Background: an optimization exercise with open tools, aiming at small area. Do not read the settings as production practice.
The RTL of this run was laid out without a check of its function.
Power is estimated from default activity; no workload was simulated.

==> flow/design.v <==
module Cinema(input [17:0]SW, input clk, input rst, output reg [17:0]LEDR , input [3:0]KEY, output [7:0]HEX0,
			  output [7:0]HEX4, output [7:0]HEX5, output [7:0]HEX6, output [7:0]HEX7, output [7:0]HEX1, output [7:0]HEX2, output [7:0]HEX3);
integer filmeEscolhido;  
integer filme;  
integer horarioEscolhido;  
integer horario;  
integer assentoEscolhido;  
reg [17:0] assento11;  
reg [17:0] assento12;  
reg [17:0] assento21;  
reg [17:0] assento22;  
integer valorInserido;  
integer valor;  
integer pago;  
integer quantidadeDeIngresso;  
integer trocoFeito;  
integer troco;  
wire [7:0]F = 4'hF;  
wire [7:0]H = 4'hC;  
reg [7:0]dFilme;  
reg [7:0]dHorario;  
reg [7:0]display1;  
reg [7:0]display2;  
reg [7:0]display3;  
reg [7:0]display4;  
integer bouncing;  
integer bouncing2;  
integer i;  
integer pagoAgora;  
always@(posedge clk) begin
  if (rst) begin  
    filmeEscolhido <= 0; filme <= 0; horarioEscolhido <= 0; horario <= 0; assentoEscolhido <= 0;
    assento11 <= 0; assento12 <= 0; assento21 <= 0; assento22 <= 0;
    valorInserido <= 0; valor <= 0; pago <= 0; quantidadeDeIngresso <= 0; trocoFeito <= 0; troco <= 0;
    dFilme <= 0; dHorario <= 0; display1 <= 0; display2 <= 0; display3 <= 0; display4 <= 0;
    bouncing <= 0; LEDR <= 0;
  end else begin
    if(!filmeEscolhido && bouncing == 0) begin  
		troco = 0;
        if(KEY == 4'b1110) begin  
            filme = 1;  
            filmeEscolhido = 1;  
            dFilme = 4'h1;  
            bouncing = 1;  
        end
        if(KEY == 4'b1101) begin  
            filme = 2;  
            filmeEscolhido = 1;  
            dFilme = 4'h2;  
        end
    end
    if(!horarioEscolhido && filmeEscolhido == 1) begin  
        if(KEY == 4'b1011) begin  
            horario = 1;  
            horarioEscolhido = 1;  
            dHorario = 4'h1;  
            display1 = 4'h1;  
            display2 = 4'h4;  
            display3 = 4'h0;  
            display4 = 4'h0;  
        end
        if(KEY == 4'b0111) begin  
            horario = 2;  
            horarioEscolhido = 1;  
            dHorario = 4'h2;  
            display1 = 4'h1;  
            display2 = 4'h6;  
            display3 = 4'h0;  
            display4 = 4'h0;  
        end
    end
    quantidadeDeIngresso=0;  
    if(!assentoEscolhido && horarioEscolhido == 1) begin  
        LEDR = 18'b111111111111111111;  
        for (i = 0; i<18; i = i + 1) begin
            if(SW[i] == 1) quantidadeDeIngresso = quantidadeDeIngresso + 1;  
        end
        valor = quantidadeDeIngresso * 15;  
        if(KEY == 4'b0011) begin  
            assentoEscolhido <= 1;  
            if(filme == 1 && horario == 1) assento11 <= assento11 + SW;  
            if(filme == 1 && horario == 2) assento12 <= assento12 + SW;  
            if(filme == 2 && horario == 1) assento21 <= assento21 + SW;  
            if(filme == 2 && horario == 2) assento22 <= assento22 + SW;  
        end
    end
    if(filme == 1 && horario == 1)begin  
		LEDR = ~assento11;
		bouncing = 0;
	end
    if(filme == 1 && horario == 2)begin  
		LEDR = ~assento12;
		bouncing = 0;
    end
    if(filme == 2 && horario == 1)begin  
		LEDR = ~assento21;
	end
    if(filme == 2 && horario == 2)begin  
		LEDR = ~assento22;
	end
    pagoAgora = pago;
    if (!pago && assentoEscolhido == 1) begin  
        if(KEY == 4'b1110) begin  
            valorInserido = valorInserido + 5;
        end
        if(KEY == 4'b1101) begin  
            valorInserido = valorInserido + 10;
        end
        if(KEY == 4'b1011) begin  
            valorInserido = valorInserido + 20;
        end
        if(KEY == 4'b0111) begin  
            valorInserido = valorInserido + 50;
        end
        if(valor == valorInserido) begin  
			pagoAgora = 1;  
		end
		if (valor < valorInserido && !trocoFeito) begin  
			troco <= valorInserido - valor;  
			pago <= 1;  
			trocoFeito <= 1;  
		end
    end
    if(pagoAgora == 1) begin  
		filmeEscolhido <= 0;
		horarioEscolhido <= 0;
		horario <= 0;
		assentoEscolhido <= 0;
		valorInserido <= 0;
		valor <= 0;
		pago <= 0;
		quantidadeDeIngresso <= 0;
		trocoFeito <= 0;
		pago <= 0;
	end
end
end
reg [7:0] SevenSeg;  
	always @(*)  
	case(F)  
		4'h0: SevenSeg = 8'b11111100;
		4'h1: SevenSeg = 8'b01100000;
		4'h2: SevenSeg = 8'b11011010;
		4'h3: SevenSeg = 8'b11110010;
		4'h4: SevenSeg = 8'b01100110;
		4'h5: SevenSeg = 8'b10110110;
		4'h6: SevenSeg = 8'b10111110;
		4'h7: SevenSeg = 8'b11100000;
		4'h8: SevenSeg = 8'b11111110;
		4'h9: SevenSeg = 8'b11110110;
		4'hF: SevenSeg = 8'b10001110;
		default: SevenSeg = 8'b00000000;
	endcase
	assign {HEX7[0], HEX7[1], HEX7[2], HEX7[3], HEX7[4], HEX7[5], HEX7[6], HEX7[7]} = ~SevenSeg;
	reg [7:0] SevenSeg1;
	always @(*)  
	case(H)
		4'h0: SevenSeg1 = 8'b11111100;
		4'h1: SevenSeg1 = 8'b01100000;
		4'h2: SevenSeg1 = 8'b11011010;
		4'h3: SevenSeg1 = 8'b11110010;
		4'h4: SevenSeg1 = 8'b01100110;
		4'h5: SevenSeg1 = 8'b10110110;
		4'h6: SevenSeg1 = 8'b10111110;
		4'h7: SevenSeg1 = 8'b11100000;
		4'h8: SevenSeg1 = 8'b11111110;
		4'h9: SevenSeg1 = 8'b11110110;
		4'hC: SevenSeg1 = 8'b01101110;
		default: SevenSeg1 = 8'b00000000;
	endcase
	assign {HEX5[0], HEX5[1], HEX5[2], HEX5[3], HEX5[4], HEX5[5], HEX5[6], HEX5[7]} = ~SevenSeg1;
	reg [7:0] SevenSeg2;
	always @(*)  
	case(dFilme)
		4'h0: SevenSeg2 = 8'b11111100;
		4'h1: SevenSeg2 = 8'b01100000;
		4'h2: SevenSeg2 = 8'b11011010;
		4'h3: SevenSeg2 = 8'b11110010;
		4'h4: SevenSeg2 = 8'b01100110;
		4'h5: SevenSeg2 = 8'b10110110;
		4'h6: SevenSeg2 = 8'b10111110;
		4'h7: SevenSeg2 = 8'b11100000;
		4'h8: SevenSeg2 = 8'b11111110;
		4'h9: SevenSeg2 = 8'b11110110;
		4'hC: SevenSeg2 = 8'b01101110;
		default: SevenSeg2 = 8'b00000000;
	endcase
	assign {HEX6[0], HEX6[1], HEX6[2], HEX6[3], HEX6[4], HEX6[5], HEX6[6], HEX6[7]} = ~SevenSeg2;
	reg [7:0] SevenSeg3;
	always @(*)  
	case(dHorario)
		4'h0: SevenSeg3 = 8'b11111100;
		4'h1: SevenSeg3 = 8'b01100000;
		4'h2: SevenSeg3 = 8'b11011010;
		4'h3: SevenSeg3 = 8'b11110010;
		4'h4: SevenSeg3 = 8'b01100110;
		4'h5: SevenSeg3 = 8'b10110110;
		4'h6: SevenSeg3 = 8'b10111110;
		4'h7: SevenSeg3 = 8'b11100000;
		4'h8: SevenSeg3 = 8'b11111110;
		4'h9: SevenSeg3 = 8'b11110110;
		4'hC: SevenSeg3 = 8'b01101110;
		default: SevenSeg3 = 8'b00000000;
	endcase
	assign {HEX4[0], HEX4[1], HEX4[2], HEX4[3], HEX4[4], HEX4[5], HEX4[6], HEX4[7]} = ~SevenSeg3;
	reg [7:0] SevenSeg4;
	always @(*)  
	case(display1)
		4'h0: SevenSeg4 = 8'b11111100;
		4'h1: SevenSeg4 = 8'b01100000;
		4'h2: SevenSeg4 = 8'b11011010;
		4'h3: SevenSeg4 = 8'b11110010;
		4'h4: SevenSeg4 = 8'b01100110;
		4'h5: SevenSeg4 = 8'b10110110;
		4'h6: SevenSeg4 = 8'b10111110;
		4'h7: SevenSeg4 = 8'b11100000;
		4'h8: SevenSeg4 = 8'b11111110;
		4'h9: SevenSeg4 = 8'b11110110;
		4'hC: SevenSeg4 = 8'b01101110;
		default: SevenSeg4 = 8'b00000000;
	endcase
	assign {HEX3[0], HEX3[1], HEX3[2], HEX3[3], HEX3[4], HEX3[5], HEX3[6], HEX3[7]} = ~SevenSeg4;
	reg [7:0] SevenSeg5;
	always @(*)  
	case(display2)
		4'h0: SevenSeg5 = 8'b11111100;
		4'h1: SevenSeg5 = 8'b01100000;
		4'h2: SevenSeg5 = 8'b11011010;
		4'h3: SevenSeg5 = 8'b11110010;
		4'h4: SevenSeg5 = 8'b01100110;
		4'h5: SevenSeg5 = 8'b10110110;
		4'h6: SevenSeg5 = 8'b10111110;
		4'h7: SevenSeg5 = 8'b11100000;
		4'h8: SevenSeg5 = 8'b11111110;
		4'h9: SevenSeg5 = 8'b11110110;
		4'hC: SevenSeg5 = 8'b01101110;
		default: SevenSeg5 = 8'b00000000;
	endcase
	assign {HEX2[0], HEX2[1], HEX2[2], HEX2[3], HEX2[4], HEX2[5], HEX2[6], HEX2[7]} = ~SevenSeg5;
	reg [7:0] SevenSeg6;
	always @(*)  
	case(display3)
		4'h0: SevenSeg6 = 8'b11111100;
		4'h1: SevenSeg6 = 8'b01100000;
		4'h2: SevenSeg6 = 8'b11011010;
		4'h3: SevenSeg6 = 8'b11110010;
		4'h4: SevenSeg6 = 8'b01100110;
		4'h5: SevenSeg6 = 8'b10110110;
		4'h6: SevenSeg6 = 8'b10111110;
		4'h7: SevenSeg6 = 8'b11100000;
		4'h8: SevenSeg6 = 8'b11111110;
		4'h9: SevenSeg6 = 8'b11110110;
		4'hC: SevenSeg6 = 8'b01101110;
		default: SevenSeg6 = 8'b00000000;
	endcase
	assign {HEX1[0], HEX1[1], HEX1[2], HEX1[3], HEX1[4], HEX1[5], HEX1[6], HEX1[7]} = ~SevenSeg6;
	reg [7:0] SevenSeg7;
	always @(*)  
	case(display4)
		4'h0: SevenSeg7 = 8'b11111100;
		4'h1: SevenSeg7 = 8'b01100000;
		4'h2: SevenSeg7 = 8'b11011010;
		4'h3: SevenSeg7 = 8'b11110010;
		4'h4: SevenSeg7 = 8'b01100110;
		4'h5: SevenSeg7 = 8'b10110110;
		4'h6: SevenSeg7 = 8'b10111110;
		4'h7: SevenSeg7 = 8'b11100000;
		4'h8: SevenSeg7 = 8'b11111110;
		4'h9: SevenSeg7 = 8'b11110110;
		4'hC: SevenSeg7 = 8'b01101110;
		default: SevenSeg7 = 8'b00000000;
	endcase
	assign {HEX0[0], HEX0[1], HEX0[2], HEX0[3], HEX0[4], HEX0[5], HEX0[6], HEX0[7]} = ~SevenSeg7;
endmodule
==> flow/run.sh <==
#!/bin/bash
# synth_recipe.tcl (not shown) runs the flow's synth.tcl, then flattens the netlist and writes it again
# the make line also repeats each setting of config.mk as NAME=value (left out here)
make -C /OpenROAD-flow-scripts/flow DESIGN_CONFIG=/design/flow/config.mk WORK_HOME=/design/flow/orfs CLKGATE_MAP_FILE= SYNTH_SCRIPT=/design/flow/synth_recipe.tcl finish
==> flow/config.mk <==
export PLATFORM = sky130hd
export DESIGN_NAME = Cinema
export DESIGN_NICKNAME = Cinema
export VERILOG_FILES = /design/flow/design.v
export SDC_FILE = /design/flow/constraint.sdc
export NUM_CORES = 4
export LEC_CHECK = 0
export CAP_MARGIN = 20
export CORE_MARGIN = 2
export CORE_UTILIZATION = 40
export SLEW_MARGIN = 20
==> flow/constraint.sdc <==
create_clock -name core_clock -period 20.0 [get_ports {clk}]
set_input_delay 4.0000 -clock core_clock [delete_from_list [all_inputs] [get_ports {clk}]]
set_output_delay 4.0000 -clock core_clock [all_outputs]
set_load 0.01 [all_outputs]
==> run notes <==
Floorplan
The height of the chip is 233 um. The standard-cell row count is 83. The I/O pin count is 106.

The die outline width is 233 um. The area of the die is 0.0543 mm2. The core region area is 0.0516 mm2. The starting density of the core is 40.7%.

Cells and area
The growth of design area from synthesis to finish is 11.9%. Summing all multi-input logic gate instances after layout gives 0.0138 mm2. The sequential cells in the finished layout cover a total of 0.00611 mm2. The filler cells instantiated in the layout total 5066. Leaving out fill and tap cells, the most frequent cells in the layout are sky130_fd_sc_hd__dfxtp_1 (305), sky130_fd_sc_hd__nand2_1 (255), sky130_fd_sc_hd__nor2_1 (200), sky130_fd_sc_hd__a21oi_1 (177), sky130_fd_sc_hd__inv_1 (164).

The final layout net count is 2875. The most common library cell in the layout ignoring fill and taps is sky130_fd_sc_hd__dfxtp_1. In the final layout, the share of cells above drive strength 1 is 5.49%. For this run, the share of the core covered by cells in the final layout is 45.5%. 0 antenna diodes ended up in the layout. The non-filler instance count after layout is 3359.

Power
The part of the total power dissipated in combinational logic is 60.7%. The static leakage power is 9.88 nW. The portion of total power attributed to the clock network is 20.4%.

The switching fraction of total power is 42.4%. The total power of the final layout is 3.28 mW. In this run the power spent charging and discharging nets is 1.39 mW. Of the total power, registers draw 18.9%. The power per standard cell area is 140 mW/mm2.

The maximum ir drop on the vdd rail is 0.000309 V. The cell-internal power is 1.89 mW.

Detailed routing
The first routing iteration left 962 violations. In this run the remaining antenna-violating nets after routing total 0. The number of iterations in the first detailed-routing pass is 5. The wire length reported by the detailed router is 50.4 mm.

The total vias in the final route is 17700. The average via count per standard cell is 5.26. In the routed design, unresolved DRC markers number 0. After detailed routing, the average wire length per cell comes to 15.0 um.

Timing
For the pin with the worst max-slew slack, the measured transition is 1.04 ns. Setup violations remaining at the end of the flow were counted as 0. The final critical-path share of the clock period is 93.4%. After layout, the worst setup slack is 1.32 ns. The hold violation count in the final report came to 0. The worst relative slew slack is 30.5%.

The final number of max-transition violations came to 0. The final-layout worst hold slack is 0.454 ns. The final period demand of the worst path is 18.68 ns. Static timing analysis puts the maximum clock frequency at 0.0535 GHz.

The largest clock skew in the final design is 0.0274 ns.

Synthesis
The total of warnings raised by yosys is 1. The dominant cell type by area after synthesis is sky130_fd_sc_hd__dfxtp_1. The count of unique library cells instantiated by Yosys is 91.

The most used flip-flop cell after synthesis is sky130_fd_sc_hd__dfxtp_1. In this run the cell area of the synthesized design comes to 0.0210 mm2. In the synthesized netlist the async set-or-reset flop fraction comes to 0%.

The sequential-to-total area share from yosys stat is 29.1%. In this run, synthesis inferred 0 flip-flops with an integrated enable. The instance count of the mapped netlist is 2593. After synthesis, the cell types taking the most area are sky130_fd_sc_hd__dfxtp_1 (29%), sky130_fd_sc_hd__ha_1 (9.8%), sky130_fd_sc_hd__xnor2_1 (5.7%).

The portion of synthesized cell area occupied by the leading cell type is 29.1%. The synthesis-stage register bit count is 305. Averaged over all synthesized cells, the footprint is 8.09 um2.

Global routing
The number of antenna violations at the first check in global routing came to 0. Across every metal layer, demand over resource in global routing totals 18.4%. The first global-routing pass estimated 83.2 mm of wire. Summed over all layers, the global routing overflow is 0. Entering global routing, the biggest net connects 94 pins.

The via count of the first global-routing pass was 17100.

CTS
The root buffer cell chosen for the clock tree is sky130_fd_sc_hd__clkbuf_16. The clock tree synthesis step divided the H-tree into 2 levels. The clock slew at the register clock pins of the worst setup and hold paths is 0.07 ns.

The clock reaches the later pin of the worst-skew pair after 0.53 ns. The clock net in this run drives a total of 305 sinks. For this design, the CTS-stage hold fixing added 0 buffers. In this run, CTS created clock tree buffers numbering 35. The maximum clock path buffer count is 3. The TritonCTS clock tree is built.

Setup path
In this design, the largest share of critical-path delay is due to adder cells. The cell seen most often among critical-path stages is sky130_fd_sc_hd__ha_1. Along the worst path, the maximum fanout reaches 6. STA classifies the critical path endpoint as a flip-flop. The type of origin of the critical path is a primary input. The slowest stage of the critical path is the sky130_fd_sc_hd__clkdlybuf4s50_1 cell.

The start-to-end type of the worst setup path is in -> reg. The number of buffers and inverters on the critical path is 13. The setup slack of the most critical reg-to-reg path is 12.39 ns. Data on the critical path is required at its endpoint by 20.42 ns.

For the worst setup path, the data arrival time is 19.10 ns. On the worst path, the slowest cell contributes a delay of 0.53 ns.

Place
During placement, the flow inserted port buffers numbering 64. The congestion estimate from routability-driven global placement came to 0.874. Once detailed placement completed, the half-perimeter wirelength came to 37.6 mm. In this run, placement finished with an instance count of 3290. The worst setup timing slack at the placement stage is 0.316 ns.

Status
The run finished with no timing, DRC or antenna violations.

Hold path
The path class of the tightest hold or removal check is reg -> reg.

Run
Across the run, the number of max-cap violations was 0.
-- worst min-delay path, stage by stage, from the launching register on --
cell and delay (ns):
sky130_fd_sc_hd__dfxtp_1 0.30, sky130_fd_sc_hd__nand2_1 0.06, sky130_fd_sc_hd__nand2_1 0.08
-- sequential cells by signal (all words and copies together), names as in the netlist --
signal and cells:
filmeEscolhido 32, filme 32, horarioEscolhido 32, horario 32, valorInserido 32, valor 32
LEDR 18, assento11 18, assento12 18, assento21 18, assento22 18, SevenSeg2 5
SevenSeg3 5, SevenSeg5 4, dFilme 2, display2 2, SevenSeg4 1, assentoEscolhido 1
bouncing 1, dHorario 1, pago 1
-- cell families after synthesis --
kind of cell               after synthesis  synth area share [%]
AOI/OAI and AO/OA                      503                  14.8
xor gates and xnor gates               217                  9.56
adders and majority gates              202                  13.3
buffers and inverters                  316                  6.63
DFF                                    305                  29.1
muxes                                   18                 0.888
other                                    2                0.0358
and+or+nand+nor                       1030                  25.8
-- path summary, 6_finish.rpt --
check	startpoint	endpoint	cells after the start
max reg2reg	valorInserido[3]	valorInserido[23]	22
min reg2reg	dFilme[0]	SevenSeg2[5]	2
max	SW[1]	pago	82
min	dFilme[0]	SevenSeg2[5]	2
-- final cells by class --
cell class,count,area share (%)
inverters,166,2.67
well taps,680,3.62
flip-flops and latches,305,26.0
multi-input cells,2052,59.0
clock buffers,46,4.08
clock inverters,18,1.05
repair buffers,92,3.63
-- timing repair --
action | in CTS | in global routing
endpoints found under the setup margin | 0 | 162
buffers inserted | 0 | 5
gates resized for setup | 0 | 20
-- power groups by stage --
stage / Sequential, mW / Clock (mW) / Combinational, mW
after global placement: 0.634 / 0 / 1.90
after detailed placement: 0.634 / 0 / 1.95
after floorplan: 0.634 / 0 / 1.56
after global routing: 0.621 / 0.708 / 2.34
after CTS: 0.620 / 0.685 / 1.96
final: 0.620 / 0.668 / 1.99
-- Yosys cell counts (35+ instances only) --
cell type	instances
sky130_fd_sc_hd__nor3_1	70
sky130_fd_sc_hd__and3_1	82
sky130_fd_sc_hd__nor4_1	47
sky130_fd_sc_hd__xor2_1	71
sky130_fd_sc_hd__fa_1	35
sky130_fd_sc_hd__a21oi_1	179
sky130_fd_sc_hd__o21ai_0	104
sky130_fd_sc_hd__clkbuf_1	87
sky130_fd_sc_hd__nor2b_1	38
sky130_fd_sc_hd__nand3_1	49
sky130_fd_sc_hd__buf_4	52
sky130_fd_sc_hd__and2_1	116
sky130_fd_sc_hd__nand2_1	255
sky130_fd_sc_hd__ha_1	164
sky130_fd_sc_hd__inv_1	165
sky130_fd_sc_hd__dfxtp_1	305
sky130_fd_sc_hd__xnor2_1	137
sky130_fd_sc_hd__nor2_1	203
-- layer usage --
layer	routed length, um	track usage (%)	part of all wire, %
met5	0	0	0
met4	1370	5.65	2.7
met3	1560	2.24	3.1
met2	24400	32.5	48
met1	23100	23.2	46
-- metrics by stage --
stage	setup TNS, ns	cell area (um2)
2_1_floorplan	0	21300
4_1_cts	0	23400
3_5_place_dp	0	22200
5_1_grt	-0.0312	23500
3_3_place_gp	0	22200
6_report	0	23500

what the ideal ports hide:
Ports are ideal in the flow. The routed layout listed here was re-timed in OpenROAD.
Step 1 sets driving cells, clkbuf_16 on the clock port and buf_2 on the other inputs (assumed; they add their load-dependent delay and slew).
Step 2 moves the port delays by t, midway between the first and last clock arrival at a register: inputs arrive t later, outputs are due t later. That takes back most of the time a late clock gives input paths.
a / b / c = no drivers / after step 1 / after step 2; a / b = the first two.
t (ns): 0.573
setup slack, ns: 1.319 / 1.350 / 0.777
hold slack, ns: 0.454 / 0.454 / 0.454
worst setup path after step 2: input to register
cell pins on the clock port's net: 1
After both steps setup and hold are still met in this run. The setup slack of this run moves by +0.031 ns with the drivers and by -0.542 ns with both steps.
